This design comes from an exercise in tuning for small area on the open sky130 flow, not from production work.
Function was checked by simulation only, so behaviour that the tests miss may differ from the original.

==> flow/design.v, too long to show whole: its modules and the start of the top module <==
// module fir_filter: 1021 lines
// module fir_fa: 6 lines
module fir_filter(clk,reset,data_in,data_out);
  // ...
==> flow/run.sh <==
#!/bin/bash
# synth_recipe.tcl (not shown) runs the flow's synth.tcl, then flattens the netlist and writes it again
# the make line also repeats each setting of config.mk as NAME=value (left out here)
make -C /OpenROAD-flow-scripts/flow DESIGN_CONFIG=/design/flow/config.mk WORK_HOME=/design/flow/orfs CLKGATE_MAP_FILE= SYNTH_SCRIPT=/design/flow/synth_recipe.tcl finish
==> flow/config.mk <==
export PLATFORM = sky130hd
export DESIGN_NAME = fir_filter
export DESIGN_NICKNAME = fir_filter
export VERILOG_FILES = /design/flow/design.v
export SDC_FILE = /design/flow/constraint.sdc
export NUM_CORES = 4
export LEC_CHECK = 0
export CAP_MARGIN = 20
export CORE_MARGIN = 2
export CORE_UTILIZATION = 40
export SLEW_MARGIN = 20
export SYNTH_HIERARCHICAL = 1
==> flow/constraint.sdc <==
create_clock -name core_clock -period 13.0 [get_ports {clk}]
set_input_delay 2.6000 -clock core_clock [delete_from_list [all_inputs] [get_ports {clk}]]
set_output_delay 2.6000 -clock core_clock [all_outputs]
set_load 0.01 [all_outputs]
==> impl_metrics.py, run 1 <==
metrics = {
    "run_status": {
        "status": "timing/DRC/antenna clean",
    },
    "yosys": {
        "synth_seq_area_share_pct": 26.14,
        "yosys.area_share.adder_pct": 71.10,
        "synth_edf_count": 0,
        "synth_cell_types": 17,
        "dominantRegCellSynth": "dfrtp_1",
        "yosysWarnings": 7,
        "synth_top_family_by_area": "adder cells",
    },
    "sta": {
        "setup_viol": 0,
        "fmax_mhz": 77.76,
        "tightestPinTransition_ns": 0.9657,
    },
    "setup_path": {
        "crit_slowest_cell": "fa_2",
        "endpoint_kind": "flip-flop",
        "r2r_start": "x2[0]",
        "worstPathMaxFanout": 2,
        "cp_common_cell": "fa_2",
        "max_stage_delay_ns": 0.57,
    },
    "cells_and_area": {
        "sh_seq_area_pct": 22.42,
        "finalNonFillerCells": 1332,
        "fill_cells": 2886,
        "syn_to_final_growth_pct": 16.56,
        "dominant_cells": "multi-input combinational cells",
        "final_cell_mix": "fa_1 (441), dfrtp_1 (144), buf_4 (81), inv_1 (56), fa_2 (39)",
        "nClkBuffers": 19,
    },
    "drt": {
        "firstDrtPassIters": 4,
        "wl_per_cell_um": 25.36,
        "viasPerCell": 4.835,
        "drc": 0,
    },
    "clock_network": {
        "cts_setup_buffers": 0,
        "clkTransAtPathRegs_ns": 0.06,
        "cts_tree": "built",
    },
    "global_route": {
        "grt_overflow_total": 0,
        "use_met2_pct": 33.90,
        "top_usage_layer": "met2",
        "grt_util_met3_pct": 5.460,
    },
    "worst_hold_path": {
        "min_to": "x6[0]",
    },
    "floorplan": {
        "fp.dieH_um": 189.7,
    },
}
==> run 2, diff against run 1 <==
==> flow/design.v (replaced) <==
module fir_filter(clk,reset,data_in,data_out);
input clk,reset;
input signed [15:0] data_in;  
output reg signed [15:0] data_out;  
reg [15:0] x0, x1, x2, x3, x4, x5, x6, x7;
wire [15:0] y;
always @(posedge clk or posedge reset)
  if (reset) begin
    x0 <= 0; x1 <= 0; x2 <= 0; x3 <= 0;
    x4 <= 0; x5 <= 0; x6 <= 0; x7 <= 0;
    data_out <= 0;
  end else begin
    x0 <= data_in; x1 <= x0; x2 <= x1; x3 <= x2;
    x4 <= x3; x5 <= x4; x6 <= x5; x7 <= x6;
    data_out <= y;
  end
  wire n1 = x1[0] ^ x6[0];
  wire n2 = x1[0] & x6[0];
  wire n3, n4;
  fir_fa u_n3 (.a(x1[1]), .b(x6[1]), .c(n2), .s(n3), .co(n4));
  wire n5, n6;
  fir_fa u_n5 (.a(x1[2]), .b(x6[2]), .c(n4), .s(n5), .co(n6));
  wire n7, n8;
  fir_fa u_n7 (.a(x1[3]), .b(x6[3]), .c(n6), .s(n7), .co(n8));
  wire n9, n10;
  fir_fa u_n9 (.a(x1[4]), .b(x6[4]), .c(n8), .s(n9), .co(n10));
  wire n11, n12;
  fir_fa u_n11 (.a(x1[5]), .b(x6[5]), .c(n10), .s(n11), .co(n12));
  wire n13, n14;
  fir_fa u_n13 (.a(x1[6]), .b(x6[6]), .c(n12), .s(n13), .co(n14));
  wire n15, n16;
  fir_fa u_n15 (.a(x1[7]), .b(x6[7]), .c(n14), .s(n15), .co(n16));
  wire n17, n18;
  fir_fa u_n17 (.a(x1[8]), .b(x6[8]), .c(n16), .s(n17), .co(n18));
  wire n19, n20;
  fir_fa u_n19 (.a(x1[9]), .b(x6[9]), .c(n18), .s(n19), .co(n20));
  wire n21, n22;
  fir_fa u_n21 (.a(x1[10]), .b(x6[10]), .c(n20), .s(n21), .co(n22));
  wire n23, n24;
  fir_fa u_n23 (.a(x1[11]), .b(x6[11]), .c(n22), .s(n23), .co(n24));
  wire n25, n26;
  fir_fa u_n25 (.a(x1[12]), .b(x6[12]), .c(n24), .s(n25), .co(n26));
  wire n27, n28;
  fir_fa u_n27 (.a(x1[13]), .b(x6[13]), .c(n26), .s(n27), .co(n28));
  wire n29, n30;
  fir_fa u_n29 (.a(x1[14]), .b(x6[14]), .c(n28), .s(n29), .co(n30));
  wire n31, n32;
  fir_fa u_n31 (.a(x1[15]), .b(x6[15]), .c(~n30), .s(n31), .co(n32));
  wire n33 = x2[0] ^ x5[0];
  wire n34 = x2[0] & x5[0];
  wire n35, n36;
  fir_fa u_n35 (.a(x2[1]), .b(x5[1]), .c(n34), .s(n35), .co(n36));
  wire n37, n38;
  fir_fa u_n37 (.a(x2[2]), .b(x5[2]), .c(n36), .s(n37), .co(n38));
  wire n39, n40;
  fir_fa u_n39 (.a(x2[3]), .b(x5[3]), .c(n38), .s(n39), .co(n40));
  wire n41, n42;
  fir_fa u_n41 (.a(x2[4]), .b(x5[4]), .c(n40), .s(n41), .co(n42));
  wire n43, n44;
  fir_fa u_n43 (.a(x2[5]), .b(x5[5]), .c(n42), .s(n43), .co(n44));
  wire n45, n46;
  fir_fa u_n45 (.a(x2[6]), .b(x5[6]), .c(n44), .s(n45), .co(n46));
  wire n47, n48;
  fir_fa u_n47 (.a(x2[7]), .b(x5[7]), .c(n46), .s(n47), .co(n48));
  wire n49, n50;
  fir_fa u_n49 (.a(x2[8]), .b(x5[8]), .c(n48), .s(n49), .co(n50));
  wire n51, n52;
  fir_fa u_n51 (.a(x2[9]), .b(x5[9]), .c(n50), .s(n51), .co(n52));
  wire n53, n54;
  fir_fa u_n53 (.a(x2[10]), .b(x5[10]), .c(n52), .s(n53), .co(n54));
  wire n55, n56;
  fir_fa u_n55 (.a(x2[11]), .b(x5[11]), .c(n54), .s(n55), .co(n56));
  wire n57, n58;
  fir_fa u_n57 (.a(x2[12]), .b(x5[12]), .c(n56), .s(n57), .co(n58));
  wire n59, n60;
  fir_fa u_n59 (.a(x2[13]), .b(x5[13]), .c(n58), .s(n59), .co(n60));
  wire n61, n62;
  fir_fa u_n61 (.a(x2[14]), .b(x5[14]), .c(n60), .s(n61), .co(n62));
  wire n63, n64;
  fir_fa u_n63 (.a(x2[15]), .b(x5[15]), .c(~n62), .s(n63), .co(n64));
  wire n65 = x3[0] ^ x4[0];
  wire n66 = x3[0] & x4[0];
  wire n67, n68;
  fir_fa u_n67 (.a(x3[1]), .b(x4[1]), .c(n66), .s(n67), .co(n68));
  wire n69, n70;
  fir_fa u_n69 (.a(x3[2]), .b(x4[2]), .c(n68), .s(n69), .co(n70));
  wire n71, n72;
  fir_fa u_n71 (.a(x3[3]), .b(x4[3]), .c(n70), .s(n71), .co(n72));
  wire n73, n74;
  fir_fa u_n73 (.a(x3[4]), .b(x4[4]), .c(n72), .s(n73), .co(n74));
  wire n75, n76;
  fir_fa u_n75 (.a(x3[5]), .b(x4[5]), .c(n74), .s(n75), .co(n76));
  wire n77, n78;
  fir_fa u_n77 (.a(x3[6]), .b(x4[6]), .c(n76), .s(n77), .co(n78));
  wire n79, n80;
  fir_fa u_n79 (.a(x3[7]), .b(x4[7]), .c(n78), .s(n79), .co(n80));
  wire n81, n82;
  fir_fa u_n81 (.a(x3[8]), .b(x4[8]), .c(n80), .s(n81), .co(n82));
  wire n83, n84;
  fir_fa u_n83 (.a(x3[9]), .b(x4[9]), .c(n82), .s(n83), .co(n84));
  wire n85, n86;
  fir_fa u_n85 (.a(x3[10]), .b(x4[10]), .c(n84), .s(n85), .co(n86));
  wire n87, n88;
  fir_fa u_n87 (.a(x3[11]), .b(x4[11]), .c(n86), .s(n87), .co(n88));
  wire n89, n90;
  fir_fa u_n89 (.a(x3[12]), .b(x4[12]), .c(n88), .s(n89), .co(n90));
  wire n91, n92;
  fir_fa u_n91 (.a(x3[13]), .b(x4[13]), .c(n90), .s(n91), .co(n92));
  wire n93, n94;
  fir_fa u_n93 (.a(x3[14]), .b(x4[14]), .c(n92), .s(n93), .co(n94));
  wire n95, n96;
  fir_fa u_n95 (.a(x3[15]), .b(x4[15]), .c(~n94), .s(n95), .co(n96));
  wire n97 = n33 ^ ~x0[0];
  wire n98 = n33 & ~x0[0];
  wire n99, n100;
  fir_fa u_n99 (.a(n35), .b(~x0[1]), .c(n98), .s(n99), .co(n100));
  wire n101, n102;
  fir_fa u_n101 (.a(n37), .b(~x0[2]), .c(n100), .s(n101), .co(n102));
  wire n103, n104;
  fir_fa u_n103 (.a(n39), .b(~x0[3]), .c(n102), .s(n103), .co(n104));
  wire n105, n106;
  fir_fa u_n105 (.a(n41), .b(~x0[4]), .c(n104), .s(n105), .co(n106));
  wire n107, n108;
  fir_fa u_n107 (.a(n43), .b(~x0[5]), .c(n106), .s(n107), .co(n108));
  wire n109, n110;
  fir_fa u_n109 (.a(n45), .b(~x0[6]), .c(n108), .s(n109), .co(n110));
  wire n111, n112;
  fir_fa u_n111 (.a(n47), .b(~x0[7]), .c(n110), .s(n111), .co(n112));
  wire n113, n114;
  fir_fa u_n113 (.a(n49), .b(~x0[8]), .c(n112), .s(n113), .co(n114));
  wire n115, n116;
  fir_fa u_n115 (.a(n51), .b(~x0[9]), .c(n114), .s(n115), .co(n116));
  wire n117, n118;
  fir_fa u_n117 (.a(n53), .b(~x0[10]), .c(n116), .s(n117), .co(n118));
  wire n119, n120;
  fir_fa u_n119 (.a(n55), .b(~x0[11]), .c(n118), .s(n119), .co(n120));
  wire n121, n122;
  fir_fa u_n121 (.a(n57), .b(~x0[12]), .c(n120), .s(n121), .co(n122));
  wire n123, n124;
  fir_fa u_n123 (.a(n59), .b(~x0[13]), .c(n122), .s(n123), .co(n124));
  wire n125, n126;
  fir_fa u_n125 (.a(n61), .b(~x0[14]), .c(n124), .s(n125), .co(n126));
  wire n127, n128;
  fir_fa u_n127 (.a(~n63), .b(x0[15]), .c(n126), .s(n127), .co(n128));
  wire n129 = ~n64 ^ n128;
  wire n130 = ~n64 & n128;
  wire n131 = (1'b0 & x7[0]) | (1'b0 & n97) | (x7[0] & n97);
  wire n132 = 1'b0 ^ x7[1] ^ n1;
  wire n133 = (1'b0 & x7[1]) | (1'b0 & n1) | (x7[1] & n1);
  wire n134 = (n132 & n131) | (n132 & n99) | (n131 & n99);
  wire n135 = 1'b0 ^ x7[2] ^ x7[0];
  wire n136 = (1'b0 & x7[2]) | (1'b0 & x7[0]) | (x7[2] & x7[0]);
  wire n137, n138;
  fir_fa u_n137 (.a(n135), .b(n97), .c(n133), .s(n137), .co(n138));
  wire n139, n140;
  fir_fa u_n139 (.a(n3), .b(n137), .c(n134), .s(n139), .co(n140));
  wire n141 = (~x0[0] & n101) | (~x0[0] & n139) | (n101 & n139);
  wire n142, n143;
  fir_fa u_n142 (.a(x7[3]), .b(x7[1]), .c(n136), .s(n142), .co(n143));
  wire n144, n145;
  fir_fa u_n144 (.a(n142), .b(n138), .c(n5), .s(n144), .co(n145));
  wire n146, n147;
  fir_fa u_n146 (.a(x0[1]), .b(n65), .c(~n99), .s(n146), .co(n147));
  wire n148, n149;
  fir_fa u_n148 (.a(n144), .b(n140), .c(n103), .s(n148), .co(n149));
  wire n150 = (~n146 & n141) | (~n146 & n148) | (n141 & n148);
  wire n151 = 1'b0 ^ x0[0] ^ x7[4];
  wire n152 = (1'b0 & x0[0]) | (1'b0 & x7[4]) | (x0[0] & x7[4]);
  wire n153, n154;
  fir_fa u_n153 (.a(x0[2]), .b(n1), .c(n67), .s(n153), .co(n154));
  wire n155, n156;
  fir_fa u_n155 (.a(x7[2]), .b(n151), .c(n143), .s(n155), .co(n156));
  wire n157, n158;
  fir_fa u_n157 (.a(n155), .b(n7), .c(n145), .s(n157), .co(n158));
  wire n159, n160;
  fir_fa u_n159 (.a(n153), .b(~n101), .c(n147), .s(n159), .co(n160));
  wire n161, n162;
  fir_fa u_n161 (.a(n157), .b(n149), .c(n105), .s(n161), .co(n162));
  wire n163 = (~n159 & n150) | (~n159 & n161) | (n150 & n161);
  wire n164, n165;
  fir_fa u_n164 (.a(x0[1]), .b(x7[5]), .c(x7[3]), .s(n164), .co(n165));
  wire n166, n167;
  fir_fa u_n166 (.a(n152), .b(n164), .c(n97), .s(n166), .co(n167));
  wire n168, n169;
  fir_fa u_n168 (.a(x0[3]), .b(n3), .c(n154), .s(n168), .co(n169));
  wire n170, n171;
  fir_fa u_n170 (.a(~n69), .b(n166), .c(n156), .s(n170), .co(n171));
  wire n172, n173;
  fir_fa u_n172 (.a(n170), .b(n9), .c(n158), .s(n172), .co(n173));
  wire n174, n175;
  fir_fa u_n174 (.a(n168), .b(~n103), .c(n160), .s(n174), .co(n175));
  wire n176, n177;
  fir_fa u_n176 (.a(n172), .b(n162), .c(n107), .s(n176), .co(n177));
  wire n178 = (~n174 & n163) | (~n174 & n176) | (n163 & n176);
  wire n179 = 1'b0 ^ x0[2] ^ x7[6];
  wire n180 = (1'b0 & x0[2]) | (1'b0 & x7[6]) | (x0[2] & x7[6]);
  wire n181, n182;
  fir_fa u_n181 (.a(x7[4]), .b(x7[0]), .c(n165), .s(n181), .co(n182));
  wire n183, n184;
  fir_fa u_n183 (.a(n179), .b(n181), .c(n167), .s(n183), .co(n184));
  wire n185, n186;
  fir_fa u_n185 (.a(x0[4]), .b(n5), .c(n71), .s(n185), .co(n186));
  wire n187, n188;
  fir_fa u_n187 (.a(n99), .b(n183), .c(n171), .s(n187), .co(n188));
  wire n189, n190;
  fir_fa u_n189 (.a(n187), .b(n11), .c(n173), .s(n189), .co(n190));
  wire n191, n192;
  fir_fa u_n191 (.a(n169), .b(n185), .c(n175), .s(n191), .co(n192));
  wire n193, n194;
  fir_fa u_n193 (.a(n105), .b(n189), .c(n177), .s(n193), .co(n194));
  wire n195, n196;
  fir_fa u_n195 (.a(n109), .b(n193), .c(n178), .s(n195), .co(n196));
  wire n197 = n191 & ~n195;
  wire n198 = 1'b0 ^ x0[3] ^ x0[0];
  wire n199 = (1'b0 & x0[3]) | (1'b0 & x0[0]) | (x0[3] & x0[0]);
  wire n200, n201;
  fir_fa u_n200 (.a(x7[7]), .b(x7[5]), .c(x7[1]), .s(n200), .co(n201));
  wire n202, n203;
  fir_fa u_n202 (.a(n180), .b(n198), .c(n200), .s(n202), .co(n203));
  wire n204, n205;
  fir_fa u_n204 (.a(x0[5]), .b(n1), .c(~n182), .s(n204), .co(n205));
  wire n206, n207;
  fir_fa u_n206 (.a(n202), .b(n184), .c(n101), .s(n206), .co(n207));
  wire n208, n209;
  fir_fa u_n208 (.a(n204), .b(n7), .c(n73), .s(n208), .co(n209));
  wire n210, n211;
  fir_fa u_n210 (.a(n188), .b(n206), .c(n13), .s(n210), .co(n211));
  wire n212, n213;
  fir_fa u_n212 (.a(n186), .b(n208), .c(n192), .s(n212), .co(n213));
  wire n214, n215;
  fir_fa u_n214 (.a(n190), .b(n107), .c(n210), .s(n214), .co(n215));
  wire n216, n217;
  fir_fa u_n216 (.a(n214), .b(n194), .c(n111), .s(n216), .co(n217));
  wire n218, n219;
  fir_fa u_n218 (.a(~n212), .b(n196), .c(n216), .s(n218), .co(n219));
  wire n220 = n197 & ~n218;
  wire n221, n222;
  fir_fa u_n221 (.a(x0[4]), .b(x0[1]), .c(x7[8]), .s(n221), .co(n222));
  wire n223, n224;
  fir_fa u_n223 (.a(x7[6]), .b(x7[2]), .c(n199), .s(n223), .co(n224));
  wire n225, n226;
  fir_fa u_n225 (.a(n201), .b(n221), .c(n223), .s(n225), .co(n226));
  wire n227, n228;
  fir_fa u_n227 (.a(x0[6]), .b(n3), .c(n205), .s(n227), .co(n228));
  wire n229, n230;
  fir_fa u_n229 (.a(n203), .b(n225), .c(n207), .s(n229), .co(n230));
  wire n231, n232;
  fir_fa u_n231 (.a(n227), .b(n9), .c(n75), .s(n231), .co(n232));
  wire n233, n234;
  fir_fa u_n233 (.a(n103), .b(n229), .c(n15), .s(n233), .co(n234));
  wire n235, n236;
  fir_fa u_n235 (.a(n209), .b(n231), .c(n213), .s(n235), .co(n236));
  wire n237, n238;
  fir_fa u_n237 (.a(n211), .b(n109), .c(n215), .s(n237), .co(n238));
  wire n239, n240;
  fir_fa u_n239 (.a(n233), .b(n237), .c(n217), .s(n239), .co(n240));
  wire n241, n242;
  fir_fa u_n241 (.a(n113), .b(n239), .c(n219), .s(n241), .co(n242));
  wire n243 = (n235 & n220) | (n235 & ~n241) | (n220 & ~n241);
  wire n244 = 1'b0 ^ x0[5] ^ x0[2];
  wire n245 = (1'b0 & x0[5]) | (1'b0 & x0[2]) | (x0[5] & x0[2]);
  wire n246, n247;
  fir_fa u_n246 (.a(x7[9]), .b(x7[7]), .c(x7[3]), .s(n246), .co(n247));
  wire n248, n249;
  fir_fa u_n248 (.a(x7[0]), .b(n222), .c(n244), .s(n248), .co(n249));
  wire n250, n251;
  fir_fa u_n250 (.a(n246), .b(n224), .c(n248), .s(n250), .co(n251));
  wire n252, n253;
  fir_fa u_n252 (.a(x0[7]), .b(n1), .c(n5), .s(n252), .co(n253));
  wire n254, n255;
  fir_fa u_n254 (.a(n226), .b(n250), .c(~n228), .s(n254), .co(n255));
  wire n256, n257;
  fir_fa u_n256 (.a(n252), .b(n11), .c(n232), .s(n256), .co(n257));
  wire n258, n259;
  fir_fa u_n258 (.a(n254), .b(n230), .c(n105), .s(n258), .co(n259));
  wire n260, n261;
  fir_fa u_n260 (.a(n258), .b(n17), .c(n234), .s(n260), .co(n261));
  wire n262, n263;
  fir_fa u_n262 (.a(n77), .b(n256), .c(n236), .s(n262), .co(n263));
  wire n264, n265;
  fir_fa u_n264 (.a(n238), .b(n260), .c(n111), .s(n264), .co(n265));
  wire n266, n267;
  fir_fa u_n266 (.a(n264), .b(n240), .c(n115), .s(n266), .co(n267));
  wire n268, n269;
  fir_fa u_n268 (.a(~n262), .b(n242), .c(n266), .s(n268), .co(n269));
  wire n270 = n243 & ~n268;
  wire n271 = 1'b0 ^ x0[6] ^ x0[3];
  wire n272 = (1'b0 & x0[6]) | (1'b0 & x0[3]) | (x0[6] & x0[3]);
  wire n273, n274;
  fir_fa u_n273 (.a(x7[10]), .b(x7[8]), .c(x7[4]), .s(n273), .co(n274));
  wire n275, n276;
  fir_fa u_n275 (.a(x7[1]), .b(n245), .c(n247), .s(n275), .co(n276));
  wire n277, n278;
  fir_fa u_n277 (.a(x0[8]), .b(n97), .c(n3), .s(n277), .co(n278));
  wire n279, n280;
  fir_fa u_n279 (.a(n271), .b(n273), .c(n249), .s(n279), .co(n280));
  wire n281, n282;
  fir_fa u_n281 (.a(n275), .b(n251), .c(n279), .s(n281), .co(n282));
  wire n283, n284;
  fir_fa u_n283 (.a(n277), .b(n7), .c(n253), .s(n283), .co(n284));
  wire n285, n286;
  fir_fa u_n285 (.a(n281), .b(~n283), .c(n255), .s(n285), .co(n286));
  wire n287, n288;
  fir_fa u_n287 (.a(n13), .b(n79), .c(n257), .s(n287), .co(n288));
  wire n289, n290;
  fir_fa u_n289 (.a(n285), .b(n259), .c(n107), .s(n289), .co(n290));
  wire n291, n292;
  fir_fa u_n291 (.a(n289), .b(n19), .c(n261), .s(n291), .co(n292));
  wire n293, n294;
  fir_fa u_n293 (.a(n291), .b(n265), .c(n113), .s(n293), .co(n294));
  wire n295, n296;
  fir_fa u_n295 (.a(n293), .b(n267), .c(n117), .s(n295), .co(n296));
  wire n297, n298;
  fir_fa u_n297 (.a(n287), .b(n263), .c(n270), .s(n297), .co(n298));
  wire n299 = (n269 & n295) | (n269 & ~n297) | (n295 & ~n297);
  wire n300, n301;
  fir_fa u_n300 (.a(x0[7]), .b(x0[4]), .c(x7[11]), .s(n300), .co(n301));
  wire n302, n303;
  fir_fa u_n302 (.a(x7[9]), .b(x7[5]), .c(x7[2]), .s(n302), .co(n303));
  wire n304, n305;
  fir_fa u_n304 (.a(x0[9]), .b(n65), .c(n1), .s(n304), .co(n305));
  wire n306, n307;
  fir_fa u_n306 (.a(n272), .b(n274), .c(n300), .s(n306), .co(n307));
  wire n308, n309;
  fir_fa u_n308 (.a(n302), .b(n276), .c(n306), .s(n308), .co(n309));
  wire n310, n311;
  fir_fa u_n310 (.a(n304), .b(n5), .c(n278), .s(n310), .co(n311));
  wire n312, n313;
  fir_fa u_n312 (.a(n280), .b(n308), .c(n282), .s(n312), .co(n313));
  wire n314, n315;
  fir_fa u_n314 (.a(n99), .b(n310), .c(n9), .s(n314), .co(n315));
  wire n316, n317;
  fir_fa u_n316 (.a(n284), .b(~n312), .c(n314), .s(n316), .co(n317));
  wire n318, n319;
  fir_fa u_n318 (.a(n316), .b(n15), .c(n288), .s(n318), .co(n319));
  wire n320, n321;
  fir_fa u_n320 (.a(n286), .b(n290), .c(n109), .s(n320), .co(n321));
  wire n322, n323;
  fir_fa u_n322 (.a(n320), .b(n21), .c(n292), .s(n322), .co(n323));
  wire n324, n325;
  fir_fa u_n324 (.a(n322), .b(n294), .c(n115), .s(n324), .co(n325));
  wire n326, n327;
  fir_fa u_n326 (.a(n324), .b(n296), .c(n119), .s(n326), .co(n327));
  wire n328, n329;
  fir_fa u_n328 (.a(n81), .b(n318), .c(n298), .s(n328), .co(n329));
  wire n330 = (n326 & ~n328) | (n326 & n299) | (~n328 & n299);
  wire n331, n332;
  fir_fa u_n331 (.a(x0[8]), .b(x0[5]), .c(x7[12]), .s(n331), .co(n332));
  wire n333, n334;
  fir_fa u_n333 (.a(x7[10]), .b(x7[6]), .c(x7[3]), .s(n333), .co(n334));
  wire n335, n336;
  fir_fa u_n335 (.a(n301), .b(n303), .c(n331), .s(n335), .co(n336));
  wire n337, n338;
  fir_fa u_n337 (.a(x0[10]), .b(n67), .c(n305), .s(n337), .co(n338));
  wire n339, n340;
  fir_fa u_n339 (.a(n333), .b(n97), .c(n307), .s(n339), .co(n340));
  wire n341, n342;
  fir_fa u_n341 (.a(n335), .b(n309), .c(n339), .s(n341), .co(n342));
  wire n343, n344;
  fir_fa u_n343 (.a(n3), .b(n337), .c(n7), .s(n343), .co(n344));
  wire n345, n346;
  fir_fa u_n345 (.a(n311), .b(n101), .c(n343), .s(n345), .co(n346));
  wire n347, n348;
  fir_fa u_n347 (.a(n11), .b(n315), .c(n345), .s(n347), .co(n348));
  wire n349, n350;
  fir_fa u_n349 (.a(n341), .b(n313), .c(~n317), .s(n349), .co(n350));
  wire n351, n352;
  fir_fa u_n351 (.a(n347), .b(n17), .c(n83), .s(n351), .co(n352));
  wire n353, n354;
  fir_fa u_n353 (.a(n349), .b(n321), .c(n111), .s(n353), .co(n354));
  wire n355, n356;
  fir_fa u_n355 (.a(n353), .b(n23), .c(n323), .s(n355), .co(n356));
  wire n357, n358;
  fir_fa u_n357 (.a(n355), .b(n325), .c(n117), .s(n357), .co(n358));
  wire n359, n360;
  fir_fa u_n359 (.a(n357), .b(n327), .c(n121), .s(n359), .co(n360));
  wire n361, n362;
  fir_fa u_n361 (.a(n319), .b(n351), .c(n329), .s(n361), .co(n362));
  wire n363 = (n359 & ~n361) | (n359 & n330) | (~n361 & n330);
  wire n364, n365;
  fir_fa u_n364 (.a(x0[9]), .b(x0[6]), .c(x7[13]), .s(n364), .co(n365));
  wire n366, n367;
  fir_fa u_n366 (.a(x7[11]), .b(x7[7]), .c(x7[4]), .s(n366), .co(n367));
  wire n368, n369;
  fir_fa u_n368 (.a(x7[0]), .b(n1), .c(n332), .s(n368), .co(n369));
  wire n370, n371;
  fir_fa u_n370 (.a(n334), .b(n364), .c(n366), .s(n370), .co(n371));
  wire n372, n373;
  fir_fa u_n372 (.a(n336), .b(n368), .c(n370), .s(n372), .co(n373));
  wire n374, n375;
  fir_fa u_n374 (.a(x0[11]), .b(n65), .c(n69), .s(n374), .co(n375));
  wire n376, n377;
  fir_fa u_n376 (.a(n340), .b(n99), .c(n372), .s(n376), .co(n377));
  wire n378, n379;
  fir_fa u_n378 (.a(n338), .b(n5), .c(n374), .s(n378), .co(n379));
  wire n380, n381;
  fir_fa u_n380 (.a(n9), .b(n344), .c(n378), .s(n380), .co(n381));
  wire n382, n383;
  fir_fa u_n382 (.a(n103), .b(n346), .c(n380), .s(n382), .co(n383));
  wire n384, n385;
  fir_fa u_n384 (.a(n13), .b(n348), .c(n382), .s(n384), .co(n385));
  wire n386, n387;
  fir_fa u_n386 (.a(n342), .b(n376), .c(n350), .s(n386), .co(n387));
  wire n388, n389;
  fir_fa u_n388 (.a(n384), .b(n19), .c(n85), .s(n388), .co(n389));
  wire n390, n391;
  fir_fa u_n390 (.a(n386), .b(n354), .c(n113), .s(n390), .co(n391));
  wire n392, n393;
  fir_fa u_n392 (.a(n390), .b(n25), .c(n356), .s(n392), .co(n393));
  wire n394, n395;
  fir_fa u_n394 (.a(n392), .b(n358), .c(n119), .s(n394), .co(n395));
  wire n396, n397;
  fir_fa u_n396 (.a(n394), .b(n360), .c(n123), .s(n396), .co(n397));
  wire n398, n399;
  fir_fa u_n398 (.a(n352), .b(n388), .c(n362), .s(n398), .co(n399));
  wire n400 = (n396 & ~n398) | (n396 & n363) | (~n398 & n363);
  wire n401, n402;
  fir_fa u_n401 (.a(x0[10]), .b(x0[7]), .c(x7[14]), .s(n401), .co(n402));
  wire n403, n404;
  fir_fa u_n403 (.a(x7[12]), .b(x7[8]), .c(x7[5]), .s(n403), .co(n404));
  wire n405, n406;
  fir_fa u_n405 (.a(x7[1]), .b(n365), .c(n367), .s(n405), .co(n406));
  wire n407, n408;
  fir_fa u_n407 (.a(x0[12]), .b(n65), .c(n97), .s(n407), .co(n408));
  wire n409, n410;
  fir_fa u_n409 (.a(n401), .b(n403), .c(n3), .s(n409), .co(n410));
  wire n411, n412;
  fir_fa u_n411 (.a(n369), .b(n371), .c(n405), .s(n411), .co(n412));
  wire n413, n414;
  fir_fa u_n413 (.a(n409), .b(n373), .c(n411), .s(n413), .co(n414));
  wire n415, n416;
  fir_fa u_n415 (.a(n67), .b(n407), .c(n71), .s(n415), .co(n416));
  wire n417, n418;
  fir_fa u_n417 (.a(n101), .b(n377), .c(n413), .s(n417), .co(n418));
  wire n419, n420;
  fir_fa u_n419 (.a(n375), .b(n7), .c(n379), .s(n419), .co(n420));
  wire n421, n422;
  fir_fa u_n421 (.a(n415), .b(n11), .c(n381), .s(n421), .co(n422));
  wire n423, n424;
  fir_fa u_n423 (.a(n419), .b(n105), .c(n383), .s(n423), .co(n424));
  wire n425, n426;
  fir_fa u_n425 (.a(n421), .b(n15), .c(n385), .s(n425), .co(n426));
  wire n427, n428;
  fir_fa u_n427 (.a(n417), .b(~n423), .c(n387), .s(n427), .co(n428));
  wire n429, n430;
  fir_fa u_n429 (.a(n425), .b(n21), .c(n87), .s(n429), .co(n430));
  wire n431, n432;
  fir_fa u_n431 (.a(n427), .b(n391), .c(n115), .s(n431), .co(n432));
  wire n433, n434;
  fir_fa u_n433 (.a(n431), .b(n27), .c(n393), .s(n433), .co(n434));
  wire n435, n436;
  fir_fa u_n435 (.a(n433), .b(n395), .c(n121), .s(n435), .co(n436));
  wire n437, n438;
  fir_fa u_n437 (.a(n435), .b(n397), .c(n125), .s(n437), .co(n438));
  wire n439, n440;
  fir_fa u_n439 (.a(n389), .b(n429), .c(n399), .s(n439), .co(n440));
  wire n441 = (n437 & ~n439) | (n437 & n400) | (~n439 & n400);
  wire n442 = 1'b0 ^ x0[11] ^ x0[8];
  wire n443 = (1'b0 & x0[11]) | (1'b0 & x0[8]) | (x0[11] & x0[8]);
  wire n444, n445;
  fir_fa u_n444 (.a(x7[13]), .b(x7[9]), .c(x7[6]), .s(n444), .co(n445));
  wire n446, n447;
  fir_fa u_n446 (.a(x7[2]), .b(n402), .c(n404), .s(n446), .co(n447));
  wire n448, n449;
  fir_fa u_n448 (.a(x0[13]), .b(x7[15]), .c(n67), .s(n448), .co(n449));
  wire n450, n451;
  fir_fa u_n450 (.a(n442), .b(n444), .c(n406), .s(n450), .co(n451));
  wire n452, n453;
  fir_fa u_n452 (.a(n446), .b(n5), .c(n410), .s(n452), .co(n453));
  wire n454, n455;
  fir_fa u_n454 (.a(n408), .b(n69), .c(n448), .s(n454), .co(n455));
  wire n456, n457;
  fir_fa u_n456 (.a(n450), .b(n412), .c(n452), .s(n456), .co(n457));
  wire n458, n459;
  fir_fa u_n458 (.a(n99), .b(n454), .c(n73), .s(n458), .co(n459));
  wire n460, n461;
  fir_fa u_n460 (.a(n414), .b(n456), .c(n103), .s(n460), .co(n461));
  wire n462, n463;
  fir_fa u_n462 (.a(n416), .b(n9), .c(n420), .s(n462), .co(n463));
  wire n464, n465;
  fir_fa u_n464 (.a(n458), .b(n13), .c(n422), .s(n464), .co(n465));
  wire n466, n467;
  fir_fa u_n466 (.a(n418), .b(n460), .c(~n462), .s(n466), .co(n467));
  wire n468, n469;
  fir_fa u_n468 (.a(n107), .b(n424), .c(n464), .s(n468), .co(n469));
  wire n470, n471;
  fir_fa u_n470 (.a(n17), .b(n426), .c(n468), .s(n470), .co(n471));
  wire n472, n473;
  fir_fa u_n472 (.a(n466), .b(n428), .c(~n470), .s(n472), .co(n473));
  wire n474, n475;
  fir_fa u_n474 (.a(n23), .b(n89), .c(n430), .s(n474), .co(n475));
  wire n476, n477;
  fir_fa u_n476 (.a(n472), .b(n432), .c(n117), .s(n476), .co(n477));
  wire n478, n479;
  fir_fa u_n478 (.a(n29), .b(n434), .c(n476), .s(n478), .co(n479));
  wire n480, n481;
  fir_fa u_n480 (.a(n478), .b(n436), .c(n123), .s(n480), .co(n481));
  wire n482, n483;
  fir_fa u_n482 (.a(n480), .b(n438), .c(n127), .s(n482), .co(n483));
  wire n484, n485;
  fir_fa u_n484 (.a(n474), .b(~n482), .c(n440), .s(n484), .co(n485));
  wire n486 = n484 ^ ~n441;
  wire n487 = n484 & ~n441;
  wire n488 = 1'b0 ^ x0[12] ^ x0[9];
  wire n489 = (1'b0 & x0[12]) | (1'b0 & x0[9]) | (x0[12] & x0[9]);
  wire n490, n491;
  fir_fa u_n490 (.a(x7[14]), .b(x7[10]), .c(x7[7]), .s(n490), .co(n491));
  wire n492, n493;
  fir_fa u_n492 (.a(x7[3]), .b(n443), .c(n445), .s(n492), .co(n493));
  wire n494, n495;
  fir_fa u_n494 (.a(n488), .b(n490), .c(n447), .s(n494), .co(n495));
  wire n496, n497;
  fir_fa u_n496 (.a(x0[14]), .b(n449), .c(n69), .s(n496), .co(n497));
  wire n498, n499;
  fir_fa u_n498 (.a(n492), .b(n451), .c(n494), .s(n498), .co(n499));
  wire n500, n501;
  fir_fa u_n500 (.a(n71), .b(n455), .c(n496), .s(n500), .co(n501));
  wire n502, n503;
  fir_fa u_n502 (.a(n7), .b(n453), .c(n498), .s(n502), .co(n503));
  wire n504, n505;
  fir_fa u_n504 (.a(n101), .b(n500), .c(n75), .s(n504), .co(n505));
  wire n506, n507;
  fir_fa u_n506 (.a(n457), .b(n502), .c(n461), .s(n506), .co(n507));
  wire n508, n509;
  fir_fa u_n508 (.a(n459), .b(n11), .c(n504), .s(n508), .co(n509));
  wire n510, n511;
  fir_fa u_n510 (.a(n463), .b(n15), .c(n508), .s(n510), .co(n511));
  wire n512, n513;
  fir_fa u_n512 (.a(n105), .b(n506), .c(n467), .s(n512), .co(n513));
  wire n514, n515;
  fir_fa u_n514 (.a(n465), .b(n109), .c(n469), .s(n514), .co(n515));
  wire n516, n517;
  fir_fa u_n516 (.a(n510), .b(n19), .c(n471), .s(n516), .co(n517));
  wire n518, n519;
  fir_fa u_n518 (.a(n514), .b(n516), .c(n25), .s(n518), .co(n519));
  wire n520, n521;
  fir_fa u_n520 (.a(n91), .b(n475), .c(n518), .s(n520), .co(n521));
  wire n522, n523;
  fir_fa u_n522 (.a(n512), .b(n473), .c(n477), .s(n522), .co(n523));
  wire n524, n525;
  fir_fa u_n524 (.a(n119), .b(n479), .c(n522), .s(n524), .co(n525));
  wire n526, n527;
  fir_fa u_n526 (.a(n524), .b(n481), .c(n125), .s(n526), .co(n527));
  wire n528, n529;
  fir_fa u_n528 (.a(n526), .b(n129), .c(n483), .s(n528), .co(n529));
  wire n530, n531;
  fir_fa u_n530 (.a(n520), .b(n31), .c(n485), .s(n530), .co(n531));
  wire n532, n533;
  fir_fa u_n532 (.a(~n528), .b(n530), .c(n487), .s(n532), .co(n533));
  wire n534, n535;
  fir_fa u_n534 (.a(x0[15]), .b(x0[13]), .c(x0[10]), .s(n534), .co(n535));
  wire n536, n537;
  fir_fa u_n536 (.a(x7[11]), .b(x7[8]), .c(x7[4]), .s(n536), .co(n537));
  wire n538, n539;
  fir_fa u_n538 (.a(n489), .b(n491), .c(n534), .s(n538), .co(n539));
  wire n540, n541;
  fir_fa u_n540 (.a(n536), .b(n493), .c(n538), .s(n540), .co(n541));
  wire n542, n543;
  fir_fa u_n542 (.a(x7[15]), .b(n71), .c(n497), .s(n542), .co(n543));
  wire n544, n545;
  fir_fa u_n544 (.a(n495), .b(n540), .c(n499), .s(n544), .co(n545));
  wire n546, n547;
  fir_fa u_n546 (.a(n73), .b(n501), .c(n542), .s(n546), .co(n547));
  wire n548, n549;
  fir_fa u_n548 (.a(n9), .b(n544), .c(n503), .s(n548), .co(n549));
  wire n550, n551;
  fir_fa u_n550 (.a(n103), .b(n546), .c(n505), .s(n550), .co(n551));
  wire n552, n553;
  fir_fa u_n552 (.a(n77), .b(n13), .c(n509), .s(n552), .co(n553));
  wire n554, n555;
  fir_fa u_n554 (.a(n548), .b(n507), .c(n107), .s(n554), .co(n555));
  wire n556, n557;
  fir_fa u_n556 (.a(n550), .b(n17), .c(n511), .s(n556), .co(n557));
  wire n558, n559;
  fir_fa u_n558 (.a(n552), .b(n111), .c(n515), .s(n558), .co(n559));
  wire n560, n561;
  fir_fa u_n560 (.a(n554), .b(n513), .c(~n556), .s(n560), .co(n561));
  wire n562, n563;
  fir_fa u_n562 (.a(n21), .b(n517), .c(n558), .s(n562), .co(n563));
  wire n564, n565;
  fir_fa u_n564 (.a(n562), .b(n27), .c(n519), .s(n564), .co(n565));
  wire n566, n567;
  fir_fa u_n566 (.a(n93), .b(n521), .c(n564), .s(n566), .co(n567));
  wire n568, n569;
  fir_fa u_n568 (.a(n560), .b(n523), .c(n121), .s(n568), .co(n569));
  wire n570, n571;
  fir_fa u_n570 (.a(n32), .b(n566), .c(~n525), .s(n570), .co(n571));
  wire n572, n573;
  fir_fa u_n572 (.a(n568), .b(n527), .c(n127), .s(n572), .co(n573));
  wire n574, n575;
  fir_fa u_n574 (.a(n130), .b(n572), .c(n529), .s(n574), .co(n575));
  wire n576, n577;
  fir_fa u_n576 (.a(n570), .b(~n574), .c(n531), .s(n576), .co(n577));
  wire n578 = 1'b0 ^ x0[14] ^ x0[11];
  wire n579 = (1'b0 & x0[14]) | (1'b0 & x0[11]) | (x0[14] & x0[11]);
  wire n580, n581;
  fir_fa u_n580 (.a(x7[12]), .b(x7[9]), .c(x7[5]), .s(n580), .co(n581));
  wire n582, n583;
  fir_fa u_n582 (.a(n535), .b(n537), .c(n578), .s(n582), .co(n583));
  wire n584, n585;
  fir_fa u_n584 (.a(n580), .b(n539), .c(n582), .s(n584), .co(n585));
  wire n586, n587;
  fir_fa u_n586 (.a(n541), .b(n584), .c(n545), .s(n586), .co(n587));
  wire n588, n589;
  fir_fa u_n588 (.a(n73), .b(n543), .c(n75), .s(n588), .co(n589));
  wire n590, n591;
  fir_fa u_n590 (.a(n11), .b(n586), .c(n549), .s(n590), .co(n591));
  wire n592, n593;
  fir_fa u_n592 (.a(n547), .b(n105), .c(n588), .s(n592), .co(n593));
  wire n594, n595;
  fir_fa u_n594 (.a(n79), .b(n551), .c(n15), .s(n594), .co(n595));
  wire n596, n597;
  fir_fa u_n596 (.a(n590), .b(n555), .c(n109), .s(n596), .co(n597));
  wire n598, n599;
  fir_fa u_n598 (.a(n592), .b(n553), .c(n594), .s(n598), .co(n599));
  wire n600, n601;
  fir_fa u_n600 (.a(n19), .b(n557), .c(n598), .s(n600), .co(n601));
  wire n602, n603;
  fir_fa u_n602 (.a(n113), .b(n559), .c(n600), .s(n602), .co(n603));
  wire n604, n605;
  fir_fa u_n604 (.a(n23), .b(n563), .c(n602), .s(n604), .co(n605));
  wire n606, n607;
  fir_fa u_n606 (.a(n604), .b(n29), .c(n565), .s(n606), .co(n607));
  wire n608, n609;
  fir_fa u_n608 (.a(n596), .b(n561), .c(n95), .s(n608), .co(n609));
  wire n610, n611;
  fir_fa u_n610 (.a(n569), .b(n608), .c(n123), .s(n610), .co(n611));
  wire n612, n613;
  fir_fa u_n612 (.a(n567), .b(n606), .c(n571), .s(n612), .co(n613));
  wire n614, n615;
  fir_fa u_n614 (.a(n610), .b(n129), .c(n573), .s(n614), .co(n615));
  wire n616, n617;
  fir_fa u_n616 (.a(~n612), .b(n614), .c(n575), .s(n616), .co(n617));
  wire n618 = 1'b0 ^ x0[12] ^ x7[13];
  wire n619 = (1'b0 & x0[12]) | (1'b0 & x7[13]) | (x0[12] & x7[13]);
  wire n620, n621;
  fir_fa u_n620 (.a(x7[10]), .b(x7[6]), .c(n579), .s(n620), .co(n621));
  wire n622, n623;
  fir_fa u_n622 (.a(n581), .b(n618), .c(n583), .s(n622), .co(n623));
  wire n624, n625;
  fir_fa u_n624 (.a(n620), .b(n585), .c(n622), .s(n624), .co(n625));
  wire n626, n627;
  fir_fa u_n626 (.a(x0[15]), .b(n75), .c(n589), .s(n626), .co(n627));
  wire n628, n629;
  fir_fa u_n628 (.a(n624), .b(n587), .c(n13), .s(n628), .co(n629));
  wire n630, n631;
  fir_fa u_n630 (.a(n77), .b(n593), .c(n626), .s(n630), .co(n631));
  wire n632, n633;
  fir_fa u_n632 (.a(n107), .b(n81), .c(n17), .s(n632), .co(n633));
  wire n634, n635;
  fir_fa u_n634 (.a(n591), .b(n628), .c(n597), .s(n634), .co(n635));
  wire n636, n637;
  fir_fa u_n636 (.a(n595), .b(n630), .c(n599), .s(n636), .co(n637));
  wire n638, n639;
  fir_fa u_n638 (.a(n632), .b(n21), .c(n601), .s(n638), .co(n639));
  wire n640, n641;
  fir_fa u_n640 (.a(n111), .b(n634), .c(~n636), .s(n640), .co(n641));
  wire n642, n643;
  fir_fa u_n642 (.a(n115), .b(n603), .c(n638), .s(n642), .co(n643));
  wire n644, n645;
  fir_fa u_n644 (.a(n25), .b(n605), .c(n642), .s(n644), .co(n645));
  wire n646, n647;
  fir_fa u_n646 (.a(n640), .b(n96), .c(n31), .s(n646), .co(n647));
  wire n648, n649;
  fir_fa u_n648 (.a(n644), .b(n607), .c(~n609), .s(n648), .co(n649));
  wire n650, n651;
  fir_fa u_n650 (.a(n646), .b(n611), .c(n125), .s(n650), .co(n651));
  wire n652, n653;
  fir_fa u_n652 (.a(n648), .b(n613), .c(~n650), .s(n652), .co(n653));
  wire n654, n655;
  fir_fa u_n654 (.a(n130), .b(~n652), .c(n615), .s(n654), .co(n655));
  wire n656 = 1'b0 ^ x0[13] ^ x7[14];
  wire n657 = (1'b0 & x0[13]) | (1'b0 & x7[14]) | (x0[13] & x7[14]);
  wire n658, n659;
  fir_fa u_n658 (.a(x7[11]), .b(x7[7]), .c(n619), .s(n658), .co(n659));
  wire n660, n661;
  fir_fa u_n660 (.a(n656), .b(n621), .c(n658), .s(n660), .co(n661));
  wire n662, n663;
  fir_fa u_n662 (.a(n623), .b(n660), .c(n625), .s(n662), .co(n663));
  wire n664, n665;
  fir_fa u_n664 (.a(n77), .b(n79), .c(n627), .s(n664), .co(n665));
  wire n666, n667;
  fir_fa u_n666 (.a(n662), .b(n15), .c(n629), .s(n666), .co(n667));
  wire n668, n669;
  fir_fa u_n668 (.a(n631), .b(n664), .c(n109), .s(n668), .co(n669));
  wire n670, n671;
  fir_fa u_n670 (.a(n83), .b(n19), .c(n633), .s(n670), .co(n671));
  wire n672, n673;
  fir_fa u_n672 (.a(n668), .b(n637), .c(n670), .s(n672), .co(n673));
  wire n674, n675;
  fir_fa u_n674 (.a(n666), .b(n635), .c(n113), .s(n674), .co(n675));
  wire n676, n677;
  fir_fa u_n676 (.a(n23), .b(n639), .c(n672), .s(n676), .co(n677));
  wire n678, n679;
  fir_fa u_n678 (.a(n117), .b(n643), .c(n676), .s(n678), .co(n679));
  wire n680, n681;
  fir_fa u_n680 (.a(n27), .b(n645), .c(n678), .s(n680), .co(n681));
  wire n682, n683;
  fir_fa u_n682 (.a(n641), .b(n674), .c(n32), .s(n682), .co(n683));
  wire n684, n685;
  fir_fa u_n684 (.a(~n680), .b(n647), .c(n682), .s(n684), .co(n685));
  wire n686, n687;
  fir_fa u_n686 (.a(n684), .b(n651), .c(n127), .s(n686), .co(n687));
  wire n688, n689;
  fir_fa u_n688 (.a(n649), .b(~n686), .c(n653), .s(n688), .co(n689));
  wire n690, n691;
  fir_fa u_n690 (.a(x0[14]), .b(x7[12]), .c(x7[8]), .s(n690), .co(n691));
  wire n692, n693;
  fir_fa u_n692 (.a(n657), .b(n690), .c(n659), .s(n692), .co(n693));
  wire n694, n695;
  fir_fa u_n694 (.a(~x7[15]), .b(n692), .c(n661), .s(n694), .co(n695));
  wire n696, n697;
  fir_fa u_n696 (.a(n79), .b(n665), .c(n81), .s(n696), .co(n697));
  wire n698, n699;
  fir_fa u_n698 (.a(n694), .b(n663), .c(n17), .s(n698), .co(n699));
  wire n700, n701;
  fir_fa u_n700 (.a(n696), .b(n669), .c(n111), .s(n700), .co(n701));
  wire n702, n703;
  fir_fa u_n702 (.a(n85), .b(n21), .c(n671), .s(n702), .co(n703));
  wire n704, n705;
  fir_fa u_n704 (.a(n700), .b(n673), .c(n702), .s(n704), .co(n705));
  wire n706, n707;
  fir_fa u_n706 (.a(n667), .b(n698), .c(n675), .s(n706), .co(n707));
  wire n708, n709;
  fir_fa u_n708 (.a(n25), .b(n677), .c(n704), .s(n708), .co(n709));
  wire n710, n711;
  fir_fa u_n710 (.a(n679), .b(n708), .c(n119), .s(n710), .co(n711));
  wire n712, n713;
  fir_fa u_n712 (.a(n29), .b(n681), .c(n710), .s(n712), .co(n713));
  wire n714, n715;
  fir_fa u_n714 (.a(n115), .b(n706), .c(n683), .s(n714), .co(n715));
  wire n716, n717;
  fir_fa u_n716 (.a(~n712), .b(n714), .c(n685), .s(n716), .co(n717));
  wire n718, n719;
  fir_fa u_n718 (.a(n716), .b(n129), .c(n687), .s(n718), .co(n719));
  wire n720, n721;
  fir_fa u_n720 (.a(x7[13]), .b(x7[9]), .c(n691), .s(n720), .co(n721));
  wire n722, n723;
  fir_fa u_n722 (.a(~x0[15]), .b(n720), .c(n693), .s(n722), .co(n723));
  wire n724, n725;
  fir_fa u_n724 (.a(n81), .b(n83), .c(n697), .s(n724), .co(n725));
  wire n726, n727;
  fir_fa u_n726 (.a(n722), .b(n695), .c(n19), .s(n726), .co(n727));
  wire n728, n729;
  fir_fa u_n728 (.a(n724), .b(n701), .c(n113), .s(n728), .co(n729));
  wire n730, n731;
  fir_fa u_n730 (.a(n87), .b(n23), .c(n703), .s(n730), .co(n731));
  wire n732, n733;
  fir_fa u_n732 (.a(n728), .b(n705), .c(n730), .s(n732), .co(n733));
  wire n734, n735;
  fir_fa u_n734 (.a(n699), .b(n726), .c(n707), .s(n734), .co(n735));
  wire n736, n737;
  fir_fa u_n736 (.a(n27), .b(n709), .c(n732), .s(n736), .co(n737));
  wire n738, n739;
  fir_fa u_n738 (.a(n736), .b(n711), .c(n121), .s(n738), .co(n739));
  wire n740, n741;
  fir_fa u_n740 (.a(n117), .b(n734), .c(n31), .s(n740), .co(n741));
  wire n742, n743;
  fir_fa u_n742 (.a(n713), .b(n738), .c(~n740), .s(n742), .co(n743));
  wire n744, n745;
  fir_fa u_n744 (.a(n715), .b(n717), .c(n130), .s(n744), .co(n745));
  wire n746, n747;
  fir_fa u_n746 (.a(~n742), .b(n744), .c(n719), .s(n746), .co(n747));
  wire n748 = 1'b0 ^ x7[14] ^ x7[10];
  wire n749 = (1'b0 & x7[14]) | (1'b0 & x7[10]) | (x7[14] & x7[10]);
  wire n750, n751;
  fir_fa u_n750 (.a(n748), .b(n721), .c(n723), .s(n750), .co(n751));
  wire n752, n753;
  fir_fa u_n752 (.a(n83), .b(n85), .c(n725), .s(n752), .co(n753));
  wire n754, n755;
  fir_fa u_n754 (.a(n750), .b(n21), .c(n727), .s(n754), .co(n755));
  wire n756, n757;
  fir_fa u_n756 (.a(n752), .b(n729), .c(n115), .s(n756), .co(n757));
  wire n758, n759;
  fir_fa u_n758 (.a(n89), .b(n25), .c(n731), .s(n758), .co(n759));
  wire n760, n761;
  fir_fa u_n760 (.a(n756), .b(n733), .c(n758), .s(n760), .co(n761));
  wire n762, n763;
  fir_fa u_n762 (.a(n754), .b(n735), .c(n119), .s(n762), .co(n763));
  wire n764, n765;
  fir_fa u_n764 (.a(n29), .b(n737), .c(n760), .s(n764), .co(n765));
  wire n766, n767;
  fir_fa u_n766 (.a(n32), .b(n762), .c(n741), .s(n766), .co(n767));
  wire n768, n769;
  fir_fa u_n768 (.a(n764), .b(n739), .c(n123), .s(n768), .co(n769));
  wire n770, n771;
  fir_fa u_n770 (.a(~n766), .b(n768), .c(n743), .s(n770), .co(n771));
  wire n772, n773;
  fir_fa u_n772 (.a(~n770), .b(n745), .c(n747), .s(n772), .co(n773));
  wire n774 = 1'b0 ^ x7[11] ^ n749;
  wire n775 = (1'b0 & x7[11]) | (1'b0 & n749) | (x7[11] & n749);
  wire n776, n777;
  fir_fa u_n776 (.a(~x7[15]), .b(n774), .c(n751), .s(n776), .co(n777));
  wire n778, n779;
  fir_fa u_n778 (.a(n85), .b(n87), .c(n753), .s(n778), .co(n779));
  wire n780, n781;
  fir_fa u_n780 (.a(n776), .b(n23), .c(n755), .s(n780), .co(n781));
  wire n782, n783;
  fir_fa u_n782 (.a(n778), .b(n757), .c(n91), .s(n782), .co(n783));
  wire n784, n785;
  fir_fa u_n784 (.a(n117), .b(n27), .c(n759), .s(n784), .co(n785));
  wire n786, n787;
  fir_fa u_n786 (.a(n782), .b(n761), .c(n784), .s(n786), .co(n787));
  wire n788, n789;
  fir_fa u_n788 (.a(n780), .b(n763), .c(n121), .s(n788), .co(n789));
  wire n790, n791;
  fir_fa u_n790 (.a(~n31), .b(n765), .c(n786), .s(n790), .co(n791));
  wire n792, n793;
  fir_fa u_n792 (.a(n790), .b(n769), .c(n125), .s(n792), .co(n793));
  wire n794, n795;
  fir_fa u_n794 (.a(n788), .b(n767), .c(~n792), .s(n794), .co(n795));
  wire n796, n797;
  fir_fa u_n796 (.a(~n771), .b(n794), .c(n773), .s(n796), .co(n797));
  wire n798, n799;
  fir_fa u_n798 (.a(x7[12]), .b(n775), .c(n777), .s(n798), .co(n799));
  wire n800, n801;
  fir_fa u_n800 (.a(n87), .b(n89), .c(n779), .s(n800), .co(n801));
  wire n802, n803;
  fir_fa u_n802 (.a(n798), .b(n25), .c(n781), .s(n802), .co(n803));
  wire n804, n805;
  fir_fa u_n804 (.a(n800), .b(n93), .c(n783), .s(n804), .co(n805));
  wire n806, n807;
  fir_fa u_n806 (.a(n119), .b(n29), .c(n785), .s(n806), .co(n807));
  wire n808, n809;
  fir_fa u_n808 (.a(n804), .b(n787), .c(n806), .s(n808), .co(n809));
  wire n810, n811;
  fir_fa u_n810 (.a(n802), .b(n32), .c(n789), .s(n810), .co(n811));
  wire n812, n813;
  fir_fa u_n812 (.a(~n123), .b(n808), .c(n791), .s(n812), .co(n813));
  wire n814, n815;
  fir_fa u_n814 (.a(n812), .b(n793), .c(n127), .s(n814), .co(n815));
  wire n816, n817;
  fir_fa u_n816 (.a(n810), .b(~n814), .c(n795), .s(n816), .co(n817));
  wire n818 = 1'b0 ^ x7[13] ^ n799;
  wire n819 = (1'b0 & x7[13]) | (1'b0 & n799) | (x7[13] & n799);
  wire n820, n821;
  fir_fa u_n820 (.a(n89), .b(n91), .c(n801), .s(n820), .co(n821));
  wire n822, n823;
  fir_fa u_n822 (.a(n818), .b(n27), .c(n803), .s(n822), .co(n823));
  wire n824, n825;
  fir_fa u_n824 (.a(n820), .b(n805), .c(n807), .s(n824), .co(n825));
  wire n826, n827;
  fir_fa u_n826 (.a(n822), .b(n95), .c(n31), .s(n826), .co(n827));
  wire n828, n829;
  fir_fa u_n828 (.a(n121), .b(n809), .c(n824), .s(n828), .co(n829));
  wire n830, n831;
  fir_fa u_n830 (.a(n826), .b(n811), .c(n125), .s(n830), .co(n831));
  wire n832, n833;
  fir_fa u_n832 (.a(n828), .b(n813), .c(n129), .s(n832), .co(n833));
  wire n834, n835;
  fir_fa u_n834 (.a(~n830), .b(n815), .c(n832), .s(n834), .co(n835));
  wire n836 = 1'b0 ^ x7[14] ^ n819;
  wire n837 = (1'b0 & x7[14]) | (1'b0 & n819) | (x7[14] & n819);
  wire n838, n839;
  fir_fa u_n838 (.a(n91), .b(n93), .c(n821), .s(n838), .co(n839));
  wire n840, n841;
  fir_fa u_n840 (.a(n836), .b(n29), .c(n823), .s(n840), .co(n841));
  wire n842, n843;
  fir_fa u_n842 (.a(n96), .b(n32), .c(n840), .s(n842), .co(n843));
  wire n844, n845;
  fir_fa u_n844 (.a(n838), .b(n825), .c(n123), .s(n844), .co(n845));
  wire n846, n847;
  fir_fa u_n846 (.a(n827), .b(n842), .c(n831), .s(n846), .co(n847));
  wire n848, n849;
  fir_fa u_n848 (.a(n829), .b(n844), .c(n130), .s(n848), .co(n849));
  wire n850, n851;
  fir_fa u_n850 (.a(n127), .b(n846), .c(~n833), .s(n850), .co(n851));
  wire n852, n853;
  fir_fa u_n852 (.a(n848), .b(n835), .c(~n850), .s(n852), .co(n853));
  wire n854, n855;
  fir_fa u_n854 (.a(x7[15]), .b(n93), .c(n839), .s(n854), .co(n855));
  wire n856, n857;
  fir_fa u_n856 (.a(n837), .b(n95), .c(n841), .s(n856), .co(n857));
  wire n858, n859;
  fir_fa u_n858 (.a(n31), .b(n854), .c(n845), .s(n858), .co(n859));
  wire n860, n861;
  fir_fa u_n860 (.a(n843), .b(n856), .c(~n125), .s(n860), .co(n861));
  wire n862, n863;
  fir_fa u_n862 (.a(n860), .b(n129), .c(n847), .s(n862), .co(n863));
  wire n864, n865;
  fir_fa u_n864 (.a(n858), .b(n849), .c(~n862), .s(n864), .co(n865));
  wire n866, n867;
  fir_fa u_n866 (.a(~n851), .b(n864), .c(n853), .s(n866), .co(n867));
  wire n868, n869;
  fir_fa u_n868 (.a(n96), .b(n95), .c(n857), .s(n868), .co(n869));
  wire n870, n871;
  fir_fa u_n870 (.a(n32), .b(n855), .c(n859), .s(n870), .co(n871));
  wire n872, n873;
  fir_fa u_n872 (.a(n868), .b(n861), .c(n130), .s(n872), .co(n873));
  wire n874, n875;
  fir_fa u_n874 (.a(n127), .b(n870), .c(~n872), .s(n874), .co(n875));
  wire n876, n877;
  fir_fa u_n876 (.a(~n863), .b(n874), .c(n865), .s(n876), .co(n877));
  wire n878 = 1'b0 ^ n96 ^ n869;
  wire n879 = ~n878 ^ n129 ^ n871;
  wire n880 = ~n873 ^ n879 ^ n875;
  wire n881 = n533 ^ n576;
  wire n882 = n533 & n576;
  wire n883, n884;
  fir_fa u_n883 (.a(n577), .b(~n616), .c(n882), .s(n883), .co(n884));
  wire n885, n886;
  fir_fa u_n885 (.a(n617), .b(n654), .c(~n884), .s(n885), .co(n886));
  wire n887, n888;
  fir_fa u_n887 (.a(n655), .b(~n688), .c(n886), .s(n887), .co(n888));
  wire n889, n890;
  fir_fa u_n889 (.a(~n689), .b(n718), .c(n888), .s(n889), .co(n890));
  wire n891 = n746 ^ n890;
  wire n892 = ~(n746 | n890);
  wire n893 = ~n772 ^ n892;
  wire n894 = ~n772 & n892;
  wire n895 = n797 ^ n816;
  wire n896 = ~(n797 | n816);
  wire n897, n898;
  fir_fa u_n897 (.a(~n817), .b(n834), .c(n896), .s(n897), .co(n898));
  wire n899 = n852 ^ n898;
  wire n900 = n852 & n898;
  wire n901 = n866 ^ n900;
  wire n902 = n866 & n900;
  wire n903, n904;
  fir_fa u_n903 (.a(n867), .b(n876), .c(n902), .s(n903), .co(n904));
  wire n905 = n877 ^ n880 ^ n904;
  wire n906, n907;
  fir_fa u_n906 (.a(n797), .b(n816), .c(n796), .s(n906), .co(n907));
  wire n908, n909;
  fir_fa u_n908 (.a(n817), .b(~n834), .c(n907), .s(n908), .co(n909));
  wire n910 = n852 ^ ~n909;
  wire n911 = n852 & ~n909;
  wire n912 = n866 ^ n911;
  wire n913 = n866 & n911;
  wire n914, n915;
  fir_fa u_n914 (.a(n867), .b(n876), .c(n913), .s(n914), .co(n915));
  wire n916 = n877 ^ n880 ^ n915;
  wire n917 = n894 ? n796 : ~n796;
  wire n918 = n894 ? ~n906 : n895;
  wire n919 = n894 ? ~n908 : n897;
  wire n920 = n894 ? n910 : n899;
  wire n921 = n894 ? n912 : n901;
  wire n922 = n894 ? n914 : n903;
  wire n923 = n894 ? n916 : n905;
  assign y = {n923, n922, n921, n920, n919, n918, n917, n893, n891, ~n889, ~n887, ~n885, n883, n881, n532, n486};
endmodule
module fir_fa(a, b, c, s, co);
input a, b, c;
output s, co;
assign s = a ^ b ^ c;
assign co = (a & b) | (a & c) | (b & c);
endmodule
==> flow/flow/run.sh (new file) <==
#!/bin/bash
set -euo pipefail
export CTS_ARGS="-sink_clustering_enable -repair_clock_nets -buf_list sky130_fd_sc_hd__clkbuf_8 -dont_use_dummy_load"
bash standard.sh > standard_flow.log 2>&1
==> flow/standard.sh (new file) <==
#!/bin/bash
# synth_recipe.tcl (not shown) runs the flow's synth.tcl, then flattens the netlist and writes it again
# the make line also repeats each setting of config.mk as NAME=value (left out here)
make -C /OpenROAD-flow-scripts/flow DESIGN_CONFIG=/design/flow/config.mk WORK_HOME=/design/flow/orfs CLKGATE_MAP_FILE= SYNTH_SCRIPT=/design/flow/synth_recipe.tcl "${@:-finish}"
==> flow/config.mk (replaced) <==
export PLATFORM = sky130hd
export DESIGN_NAME = fir_filter
export DESIGN_NICKNAME = fir_filter
export VERILOG_FILES = /design/flow/design.v
export SDC_FILE = /design/flow/constraint.sdc
export NUM_CORES = 4
export LEC_CHECK = 0
export CAP_MARGIN = 20
export CORE_MARGIN = 2
export CORE_UTILIZATION = 60
export CTS_BUF_LIST = sky130_fd_sc_hd__clkbuf_8
export SLEW_MARGIN = 20
export SYNTH_HIERARCHICAL = 1
removed: flow/run.sh
==> run 2 against run 1 <==
  * Clock-buffer cell count down 2
  * Critical path depth shrank 9
  * Fmax increased by 4.1%
  * Utilization increased by 19 points
  * Worst hold slack hardly changed
  * Sequential share of layout area up 3.3 points
  * Highest routed layer unchanged
  * Register-to-register slack better by 0.51 ns
==> impl_metrics.py, run 2 <==
metrics = {
    "run_status": {
        "status": "timing/DRC/antenna clean",
    },
    "global_route": {
        "grt_overflow_total": 0,
        "track_usage_pct": 28.23,
        "grt_pass1_wl_um": 43760,
        "grt_pass1_vias": 7348,
        "grt_max_degree": 80,
        "antenna_found_initial": 0,
    },
    "yosys": {
        "synth_top_area_cell": "fa_1",
        "ys_seq_elements": 144,
        "dominantRegCellSynth": "dfrtp_1",
        "synthesis.instances": 719,
        "synthDominantCellAreaShare_pct": 64.68,
        "synth_seq_area_share_pct": 27.85,
        "yosysWarnings": 7,
        "synth_edf_count": 0,
        "syn_area_per_cell_sq_um": 17.99,
        "synth.most_common_cell": "fa_1",
        "synth_area_leaders": "fa_1 (65%), dfrtp_1 (28%), inv_1 (2.7%)",
        "netlist_top_cells_count": "fa_1 (418), dfrtp_1 (144), inv_1 (92)",
        "async_reset_ff_share_pct": 100.0,
        "synth_cell_types": 21,
        "syn_area_sq_um": 12940,
    },
    "setup_path": {
        "max_stage_delay_ns": 0.58,
        "start_kind": "flip-flop",
        "crit_slowest_cell": "fa_1",
        "endpoint_kind": "flip-flop",
        "critical_path_class": "flip-flop to flip-flop",
        "cp_top_family": "adder cells",
        "path_buf_inv": 3,
        "required_ns": 13.35,
        "cp_common_cell": "fa_1",
        "worstPathMaxFanout": 7,
        "arrival_ns": 12.70,
    },
    "run": {
        "maxCapViolations": 0,
    },
    "floorplan": {
        "fp.dieH_um": 150.8,
        "core_area_sq_um": 21090,
        "core.rowCount": 53,
        "start_util_pct": 61.35,
        "fp.dieW_um": 150.8,
        "die_area_sq_um": 22750,
        "ios": 34,
    },
    "cells_and_area": {
        "design.final.nets": 1254,
        "layout-drive-gt1-share_pct": 5.696,
        "final_cell_mix": "fa_1 (418), dfrtp_1 (144), inv_1 (91), clkdlybuf4s50_1 (33), ha_1 (26)",
        "fin_area_sq_um": 14010,
        "final_util_pct": 66.45,
        "final_common_cell": "fa_1",
        "syn_to_final_growth_pct": 8.308,
        "antenna_cells": 0,
        "fill_cells": 1465,
    },
    "worst_hold_path": {
        "worstHoldPathType": "flip-flop to flip-flop",
    },
    "clock_network": {
        "cts_setup_buffers": 0,
        "clk_latency_ns": 0.45,
        "cts_resized": 0,
        "cts_tree": "built",
        "clock-root-buffer": "clkbuf_8",
        "holdBufCountCts": 0,
        "clkTransAtPathRegs_ns": 0.08,
        "clk_path_buf_depth": 2,
        "cts_buffers": 17,
        "cts.sinks": 144,
        "htree_levels": 4,
    },
    "placed_design": {
        "dp_hpwl_um": 24760,
        "dpl_cell_area_sq_um": 13780,
        "port_buffers": 33,
        "gp_congestion": 0.9586,
    },
    "sta": {
        "fmax_mhz": 80.96,
        "tightestPinTransition_ns": 0.9716,
        "finalClockSkew_ns": 0.03833,
        "finalCritPeriodShare_pct": 95.01,
        "tns_ns": 0,
        "hold_ws_ns": 0.3852,
        "max_slew_margin_pct": 35.23,
        "hold_viol": 0,
        "rsz0062_at_grt": "no",
        "drv_slew": 0,
        "fin_crit_ns": 12.35,
        "setup_viol": 0,
    },
    "drt": {
        "viasPerCell": 5.549,
        "routed_wirelength_um": 27700,
        "firstDrtPassIters": 4,
        "ant_nets": 0,
        "drt_iter0_drc": 360,
        "dr_total_vias": 5910,
        "wl_per_cell_um": 26.01,
        "drc": 0,
    },
}
-- run 2: changes by cell type after synthesis, moves of 2 or more --
| cell | previous run | this run |
|---|---|---|
| xnor2_1 | 6 | 8 |
| nor2b_1 | 4 | 0 |
| maj3_1 | 1 | 3 |
| mux2i_1 | 0 | 3 |
| nand2_1 | 2 | 4 |
| inv_1 | 57 | 92 |
| fa_1 | 480 | 418 |
| conb_1 | 2 | 0 |
| ha_1 | 12 | 26 |
-- run 2: metrics by stage --
stage | instances | worst slack [ns]
4_1_cts | 1065 | 0.5622
5_1_grt | 1065 | 0.2359
3_3_place_gp | 1048 | 0.8367
3_5_place_dp | 1048 | 0.5845
2_1_floorplan | 719 | 1.044
6_report | 1065 | 0.6487
-- run 2: area by class of cell --
type | count | area, sq um | share of cell area, %
Multi-Input combinational cell | 482 | 8985 | 64.12
Sequential cell | 144 | 3603 | 25.72
Tap cell | 275 | 344.1 | 2.456
Inverter | 92 | 350.3 | 2.500
Clock buffer | 17 | 234.0 | 1.670
Timing Repair Buffer | 55 | 495.5 | 3.536
-- run 2: Yosys stat by module, one instance, submodules excluded --
| module | flops+latches | cell area [sq um] | cells inside | times used |
|---|---|---|---|---|
| fir_fa | 0 | 20.02 | 1 | 418 |
| fir_filter | 144 | 4569 | 301 | 1 |
-- run 2: kinds of logic after synthesis --
logic type | count (synthesis) | synth area share (%)
AO/OA/AOI/OAI | 7 | 0.3482
adder cells (fa/ha/maj) | 451 | 67.78
AND/OR/NAND/NOR | 10 | 0.3288
XOR/XNOR | 10 | 0.6770
multiplexers | 4 | 0.3192
buffers and inverters | 93 | 2.698
flip-flops | 144 | 27.85
-- run 2: path summary, 6_finish.rpt --
check                           cells past startpoint           end  start  slack [ns]
worst min register to register                      0         x4[0]  x3[0]        0.39
worst min-delay path                                0         x4[0]  x3[0]        0.39
max in group asynchronous                           3   data_out[1]  reset        8.99
worst max register to register                     34  data_out[15]  x6[0]        0.65
min in group asynchronous                           2         x0[5]  reset        2.57
worst max-delay path                               34  data_out[15]  x6[0]        0.65
-- run 2: routing by layer --
metal  track usage (%)  share of wire [%]  wire, um
met2             40.89                 47     12950
met5                 0                  0         0
met1             45.37                 45     12390
met3             7.199                7.5      2088
met4             5.140               0.99       274

==> port drivers added, routing unchanged <==
No port has a modelled driver above. Below, the same layouts with a new extraction and two added sets of constraints.
Step 1 (the two cells are an assumption about what drives the block):
set clk [get_ports {clk}]
set_driving_cell -lib_cell sky130_fd_sc_hd__clkbuf_16 $clk
set_driving_cell -lib_cell sky130_fd_sc_hd__buf_2 [delete_from_list [all_inputs] $clk]
Step 2 moves the port delays by t, midway between the first and last clock arrival at a register: inputs arrive t later, outputs are due t later. That takes back most of the time a late clock gives input paths.
Slacks: no drivers / after step 1 / after step 2; pairs: no drivers / after step 1.
run	t, ns	setup slack, ns	worst hold slack (ns)	clock arrival spread, ns	worst data-port slew with drivers (ns)
run 1	0.490	0.139 / 0.139 / 0.139	0.385 / 0.385 / 0.385	0.016 / 0.015	0.03
run 2	0.478	0.649 / 0.649 / 0.649	0.385 / 0.385 / 0.385	0.039 / 0.039	0.04
After both steps every run listed still meets setup and hold.
